This design comes from an exercise in tuning for small area and a short achievable clock period on the open sky130 flow, not from production work.
RTL that was checked went through simulation tests only; none was proved equivalent to the original.

==> run a: inputs <==
==> flow/design.v (excerpt) <==
module fp16_alu (
  input  wire        clk,
  input  wire [1:0]  op,
  input  wire [15:0] a,
  input  wire [15:0] b,
  output wire [15:0] z
);
  reg [1:0]  op_q;
  reg [15:0] a_q, b_q;
  reg        s_q, r_q;
  reg [14:0] em_q;
  wire [15:0] add_b = (op_q == 2'd3) ? {~b_q[15], b_q[14:0]} : b_q;
  wire lt = a_q[14:0] < b_q[14:0];
  wire eq = a_q[14:0] == b_q[14:0];
  wire [15:0] max_z;
  wire as, ar, ms, mr;
  wire [4:0] ae, me;
  wire [9:0] am, mm;
  fp_add  u_add (.iA(a_q), .iB(add_b), .lt(lt), .eq(eq), .oS(as), .oE(ae), .oM(am), .oR(ar));
  fp_mult u_mul (.iA(a_q), .iB(b_q), .oS(ms), .oE(me), .oM(mm), .oR(mr));
  flpcomp u_max (.iA(a_q), .iB(b_q), .lt(lt), .oZ(max_z));
  always @(posedge clk) begin
    op_q <= op;
    a_q  <= a;
    b_q  <= b;
    case (op_q)
      2'd1: begin
        s_q <= ms; em_q <= {me, mm}; r_q <= mr;
      end
      2'd2: begin
        s_q <= max_z[15]; em_q <= max_z[14:0]; r_q <= 1'b0;
      end
      default: begin
        s_q <= as; em_q <= {ae, am}; r_q <= ar;
      end
    endcase
  end
  assign z = {s_q, em_q + {14'd0, r_q}};
endmodule
clock: 23.0 ns
lec_check: 0
abc_area: 1
cap_margin: 20
core_margin: 2
core_utilization: 40
place_density: 0.6
slew_margin: 20
run.sh (not shown) runs the stock make flow with config.mk's settings and CLKGATE_MAP_FILE= SYNTH_SCRIPT=/design/flow/synth_recipe.tcl, a recipe that flattens the netlist after the stock synthesis.
==> run b: changes against run a <==
==> flow/flow/run.sh (new file) <==
#!/bin/bash
# Standard layout, with timing repair aiming for setup slack 13 ns
# so that the achieved clock period is short.
set -euo pipefail
export SETUP_SLACK_MARGIN=13
bash standard.sh > standard_flow.log 2>&1
==> flow/standard.sh (new file) <==
#!/bin/bash
# synth_recipe.tcl (not shown) runs the flow's synth.tcl, then flattens the netlist and writes it again
# the make line also repeats each setting of config.mk as NAME=value (left out here)
make -C /OpenROAD-flow-scripts/flow DESIGN_CONFIG=/design/flow/config.mk WORK_HOME=/design/flow/orfs CLKGATE_MAP_FILE= SYNTH_SCRIPT=/design/flow/synth_recipe.tcl "${@:-finish}"
removed: flow/run.sh
==> run c: changes against run a <==
Settings changed: ABC_AREA 1 to unset.
==> run d: changes against run a <==
==> flow/flow/run.sh (new file) <==
#!/bin/bash
# Standard layout, with timing repair aiming for setup slack 16 ns
# so that the achieved clock period is short.
set -euo pipefail
export SETUP_SLACK_MARGIN=16
bash standard.sh > standard_flow.log 2>&1
==> flow/standard.sh (new file) <==
#!/bin/bash
# synth_recipe.tcl (not shown) runs the flow's synth.tcl, then flattens the netlist and writes it again
# the make line also repeats each setting of config.mk as NAME=value (left out here)
make -C /OpenROAD-flow-scripts/flow DESIGN_CONFIG=/design/flow/config.mk WORK_HOME=/design/flow/orfs CLKGATE_MAP_FILE= SYNTH_SCRIPT=/design/flow/synth_recipe.tcl "${@:-finish}"
removed: flow/run.sh
==> reports/results.tsv <==
metric	value	unit
final_cell_mix	522 x nand2_1, 352 x inv_1, 130 x nand3_1	
viasPerCell	5.32	
status	complete, no violations	
cp_num_buf_inv	10	
syn_inst	2028	
That was run d.
==> reports/results.tsv <==
metric	value	unit
syn_inst	1791	
cp_num_buf_inv	7	
viasPerCell	5.98	
final_cell_mix	183 x nor2_1, 172 x inv_1, 147 x nand2_1	
status	complete, no violations	
That was run c.
==> reports/results.tsv <==
metric	value	unit
grt_max_degree	51	
cp_num_buf_inv	8	
syn_inst	2028	
viasPerCell	5.21	
clk_pin_slew	0.08	ns
status	complete, no violations	
That was run a.
==> reports/results.tsv <==
metric	value	unit
drtAntennaViolNets	0	
status	complete, no violations	
viasPerCell	5.22	
cts_resized	13	
worstSetupPathType	reg2reg	
cp_num_buf_inv	8	
That was run b.
No run of this note included a check of the RTL's function; only the layout flow was run.

---

==> inputs of v26 <==
Another version of the RTL of fp16_alu (not shown whole).
export LEC_CHECK = 0
export ABC_AREA = 1
export CAP_MARGIN = 20
export CORE_MARGIN = 2
export CORE_UTILIZATION = 40
export PLACE_DENSITY = 0.6
export SLEW_MARGIN = 20
create_clock -name core_clock -period 23.0 [get_ports {clk}]
standard.sh (not shown) runs the stock make flow with config.mk's settings and CLKGATE_MAP_FILE= SYNTH_SCRIPT=/design/flow/synth_recipe.tcl, a recipe that flattens the netlist after the stock synthesis.
==> flow/flow/run.sh <==
#!/bin/bash
# Standard layout with two changes:
#  - synthesis maps with an area-oriented ABC script (flow/abc_area.script,
#    used through ABC_AREA 1 from a copy of the ORFS scripts folder);
#  - timing repair aims for a setup slack of MARGIN ns, so that the
#    achieved clock period is short.
set -euo pipefail
MARGIN=15
here=$(pwd)
rm -rf "$here/scripts"
cp -r "$FLOW_HOME/scripts" "$here/scripts"
cp "$here/flow/abc_area.script" "$here/scripts/abc_area.script"
export SCRIPTS_DIR="$here/scripts"
export SETUP_SLACK_MARGIN=$MARGIN
bash standard.sh > standard_flow.log 2>&1
==> flow/flow/abc_area.script <==
strash
&get -n
&fraig -x
&put
scorr
dc2
strash
dch -f
map -a
topo
stime -c
buffer -c
upsize -c
dnsize -c
==> v13: changes against v26 <==
--- a/flow/design.v
+++ b/flow/design.v
@@ -1,27 +1,29 @@
 `timescale 1ns/1ps
 module fp_add (
   input  logic [15:0] iL,
   input  logic [15:0] iS,
+  input  logic        hL,      
+  input  logic        hS,      
   input  logic        eq,      
   input  logic [4:0]  rsv,     
   output logic        oS,
   output logic [4:0]  oE,
   output logic [9:0]  oM,
   output logic        oR
 );
   logic [4:0] eL, eS;
   logic [10:0] mL, mS;
   logic sL, sS;
   assign eL = iL[14:10];
   assign eS = iS[14:10];
   assign sL = iL[15];
   assign sS = iS[15];
-  assign mL = {|eL, iL[9:0]};
-  assign mS = {|eS, iS[9:0]};
+  assign mL = {hL, iL[9:0]};
+  assign mS = {hS, iS[9:0]};
   logic res_nan, pos_inf, infinite;
   logic infL, infS;
   assign infL = &eL;
   assign infS = &eS;
   assign res_nan = (infL & infS & (sL ^ sS)) | (infL & |iL[9:0]) | (infS & |iS[9:0]);
   assign pos_inf = (infL & ~sL) | (infS & ~sS);
   assign infinite = infL | infS;
@@ -79,50 +81,52 @@
     end
   end
 endmodule
 `timescale 1ns/1ps
 module fp_mult (
   input  logic [15:0] iA,
   input  logic [15:0] iB,
+  input  logic        hA,      
+  input  logic        hB,      
   output logic        oS,
   output logic [4:0]  oE,
   output logic [9:0]  oM,
   output logic        oR
 );
   logic [4:0] eA, eB;
   assign eA = iA[14:10];
   assign eB = iB[14:10];
   logic [10:0] mA, mB;
-  assign mA = {|eA, iA[9:0]};
-  assign mB = {|eB, iB[9:0]};
+  assign mA = {hA, iA[9:0]};
+  assign mB = {hB, iB[9:0]};
   logic zero, res_nan, infA, infB;
   assign infA = &eA;
   assign infB = &eB;
-  assign zero = ~|iA[14:0] | ~|iB[14:0];
-  assign res_nan = (~|iA[14:0] & infB) | (~|iB[14:0] & infA) | (infA & |iA[9:0]) | (infB & |iB[9:0]);
+  assign zero = ~|iB[14:0] | ~hA;
+  assign res_nan = (~|iB[14:0] & infA) | (infA & |iA[9:0]) | (infB & |iB[9:0]);
   logic [21:0] P;
-  mul11 u_m (.a(mA), .b(mB), .p(P));
+  mul11 u_m (.a({1'b1, iA[9:0]}), .b(mB), .p(P));
   logic [3:0] lzs;
   always_comb begin
     lzs = 4'd11;
     for (int i = 0; i < 10; i++)
       if (iB[i]) lzs = 4'(10 - i);
-    if (eB != 5'd0) lzs = 4'd0;
+    if (hB) lzs = 4'd0;
   end
   logic [3:0] tzA, tzB;
   always_comb begin
     tzA = 4'd11;
     for (int i = 10; i >= 0; i--)
       if (mA[i]) tzA = 4'(i);
     tzB = 4'd11;
     for (int i = 10; i >= 0; i--)
       if (mB[i]) tzB = 4'(i);
   end
   logic [5:0] X;
-  assign X = {1'b0, eA[4:1], eA[0] | ~|eA} + {1'b0, eB[4:1], eB[0] | ~|eB};
+  assign X = {1'b0, eA[4:1], eA[0] | ~hA} + {1'b0, eB[4:1], eB[0] | ~hB};
   logic [6:0] D;
   assign D = {1'b0, X} - {3'b0, lzs};
   logic lim;      
   assign lim = D[6] | (D < 7'd15);
   logic [4:0] u;
   assign u = lim ? 5'(6'd25 - X) : 5'(4'd10 - lzs);
   logic [31:0] pext, q;
@@ -560,24 +564,31 @@
 module flpcomp (
   input  logic [15:0] iA,
   input  logic [15:0] iB,
   output logic [15:0] oL,      
   output logic [15:0] oS,      
   output logic        oEq,     
   output logic [4:0]  oRsv,    
-  output logic        oMaxL    
+  output logic        oMaxL,   
+  output logic        oHL,     
+  output logic        oHS      
 );
   logic lt;
   assign lt = iA[14:0] < iB[14:0];
   assign oEq = iA[14:0] == iB[14:0];
   assign oL = lt ? iB : iA;
   assign oS = lt ? iA : iB;
+  logic ha, hb;
+  assign ha = |iA[14:10];
+  assign hb = |iB[14:10];
+  assign oHL = lt ? hb : ha;
+  assign oHS = lt ? ha : hb;
   logic [4:0] ea, eb, dab, dba;
-  assign ea = {iA[14:11], iA[10] | ~|iA[14:10]};
-  assign eb = {iB[14:11], iB[10] | ~|iB[14:10]};
+  assign ea = {iA[14:11], iA[10] | ~ha};
+  assign eb = {iB[14:11], iB[10] | ~hb};
   assign dab = ea - eb;
   assign dba = eb - ea;
   assign oRsv = lt ? dba : dab;
   logic pick_b;
   always_comb begin
     case ({iA[15], iB[15]})
       2'b00:   pick_b = lt;
@@ -594,35 +605,38 @@
   input  wire [1:0]  op,
   input  wire [15:0] a,
   input  wire [15:0] b,
   output wire [15:0] z
 );
   wire [15:0] b_in = (op == 2'd3) ? {~b[15], b[14:0]} : b;
   wire [15:0] l_in, s_in;
-  wire eq_in, maxl_in;
+  wire eq_in, maxl_in, hl_in, hs_in;
   wire [4:0] rsv_in;
-  flpcomp u_ord (.iA(a), .iB(b_in), .oL(l_in), .oS(s_in), .oEq(eq_in), .oRsv(rsv_in), .oMaxL(maxl_in));
+  flpcomp u_ord (.iA(a), .iB(b_in), .oL(l_in), .oS(s_in), .oEq(eq_in), .oRsv(rsv_in), .oMaxL(maxl_in),
+                 .oHL(hl_in), .oHS(hs_in));
   reg [1:0]  op_q;
   reg [15:0] l_q, s_q;
-  reg        eq_q, maxl_q;
+  reg        eq_q, maxl_q, hl_q, hs_q;
   reg [4:0]  rsv_q;
   reg        zs_q, r_q;
   reg [14:0] em_q;
   wire as, ar, ms, mr;
   wire [4:0] ae, me;
   wire [9:0] am, mm;
   wire [15:0] max_z = maxl_q ? l_q : s_q;
-  fp_add  u_add (.iL(l_q), .iS(s_q), .eq(eq_q), .rsv(rsv_q), .oS(as), .oE(ae), .oM(am), .oR(ar));
-  fp_mult u_mul (.iA(l_q), .iB(s_q), .oS(ms), .oE(me), .oM(mm), .oR(mr));
+  fp_add  u_add (.iL(l_q), .iS(s_q), .hL(hl_q), .hS(hs_q), .eq(eq_q), .rsv(rsv_q), .oS(as), .oE(ae), .oM(am), .oR(ar));
+  fp_mult u_mul (.iA(l_q), .iB(s_q), .hA(hl_q), .hB(hs_q), .oS(ms), .oE(me), .oM(mm), .oR(mr));
   always @(posedge clk) begin
     op_q   <= op;
     l_q    <= l_in;
     s_q    <= s_in;
     eq_q   <= eq_in;
     maxl_q <= maxl_in;
+    hl_q   <= hl_in;
+    hs_q   <= hs_in;
     rsv_q  <= rsv_in;
     case (op_q)
       2'd1: begin
         zs_q <= ms; em_q <= {me, mm}; r_q <= mr;
       end
       2'd2: begin
         zs_q <= max_z[15]; em_q <= max_z[14:0]; r_q <= 1'b0;
==> flow/flow/run.sh (replaced) <==
#!/bin/bash
# Standard layout with two changes:
#  - timing repair aims for a setup slack of 15.25 ns, so that the achieved
#    clock period is short;
#  - the port buffers are the smallest buffer, buf_1 (repair may upsize them).
set -euo pipefail
export SETUP_SLACK_MARGIN=15.25
export BUFFER_PORTS_ARGS="-buffer_cell sky130_fd_sc_hd__buf_1"
bash standard.sh > standard_flow.log 2>&1
removed: flow/flow/abc_area.script
==> v32: changes against v26 <==
==> flow/flow/run.sh (replaced) <==
#!/bin/bash
# Standard layout, with timing repair aiming for setup slack 14 ns
# so that the achieved clock period is short.
set -euo pipefail
export SETUP_SLACK_MARGIN=14
bash standard.sh > standard_flow.log 2>&1
removed: flow/flow/abc_area.script
==> summary of the runs <==
- v26 ran to the end with no violations. v32 finished with timing, DRC and antenna clean. v13 passed the timing, DRC and antenna checks.
- Clock skew: v13 > v26 > v32.
- The highest non-clock buffer count belongs to v26, the lowest to v32.
- Fmax, highest first: v13, v26, v32.
- The highest register-to-register slack belongs to v13, the lowest to v32.
- Sequential cell count: v32 is lower than v13 (2).
- Final cell count, highest first: v32, v13, v26.

[what the ideal ports hide]
In the flow no input, the clock included, has a driving cell. The finished layouts below were timed again as built, in two steps. Step 1 sets driving cells, clkbuf_16 on the clock port and buf_2 on the other inputs (assumed; they add their load-dependent delay and slew). Step 2 adds t to the input delays and takes it off the output delays; t is the mean of the earliest and latest rising clock arrival at the registers after step 1. Input paths then give back, and output paths get back, about the clock's delay inside the block. Three values: ideal ports, drivers, drivers and shift; two values: the first two.
run | shift t [ns] | setup slack, ns | hold slack, ns | pins driven straight from the clock port
run a | 0.355 | 11.492 / 11.492 / 11.492 | 0.760 / 0.760 / 0.760 | 1
run b | 0.357 | 13.785 / 13.785 / 13.785 | 0.768 / 0.768 / 0.768 | 1
run c | 0.351 | 7.998 / 7.998 / 7.998 | 0.862 / 0.862 / 0.862 | 1
run d | 0.360 | 14.604 / 14.604 / 14.604 | 0.693 / 0.693 / 0.693 | 1
v26 | 0.400 | 15.397 / 15.397 / 15.222 | 0.683 / 0.683 / 0.683 | 1
v13 | 0.380 | 15.668 / 15.668 / 15.610 | 0.719 / 0.719 / 0.719 | 1
v32 | 0.383 | 14.873 / 14.873 / 14.873 | 0.674 / 0.674 / 0.674 | 1
After both steps every run listed still meets setup and hold. For v26, which loses most, drivers alone change the setup slack by 0.000 ns; drivers and shift together by -0.175 ns.
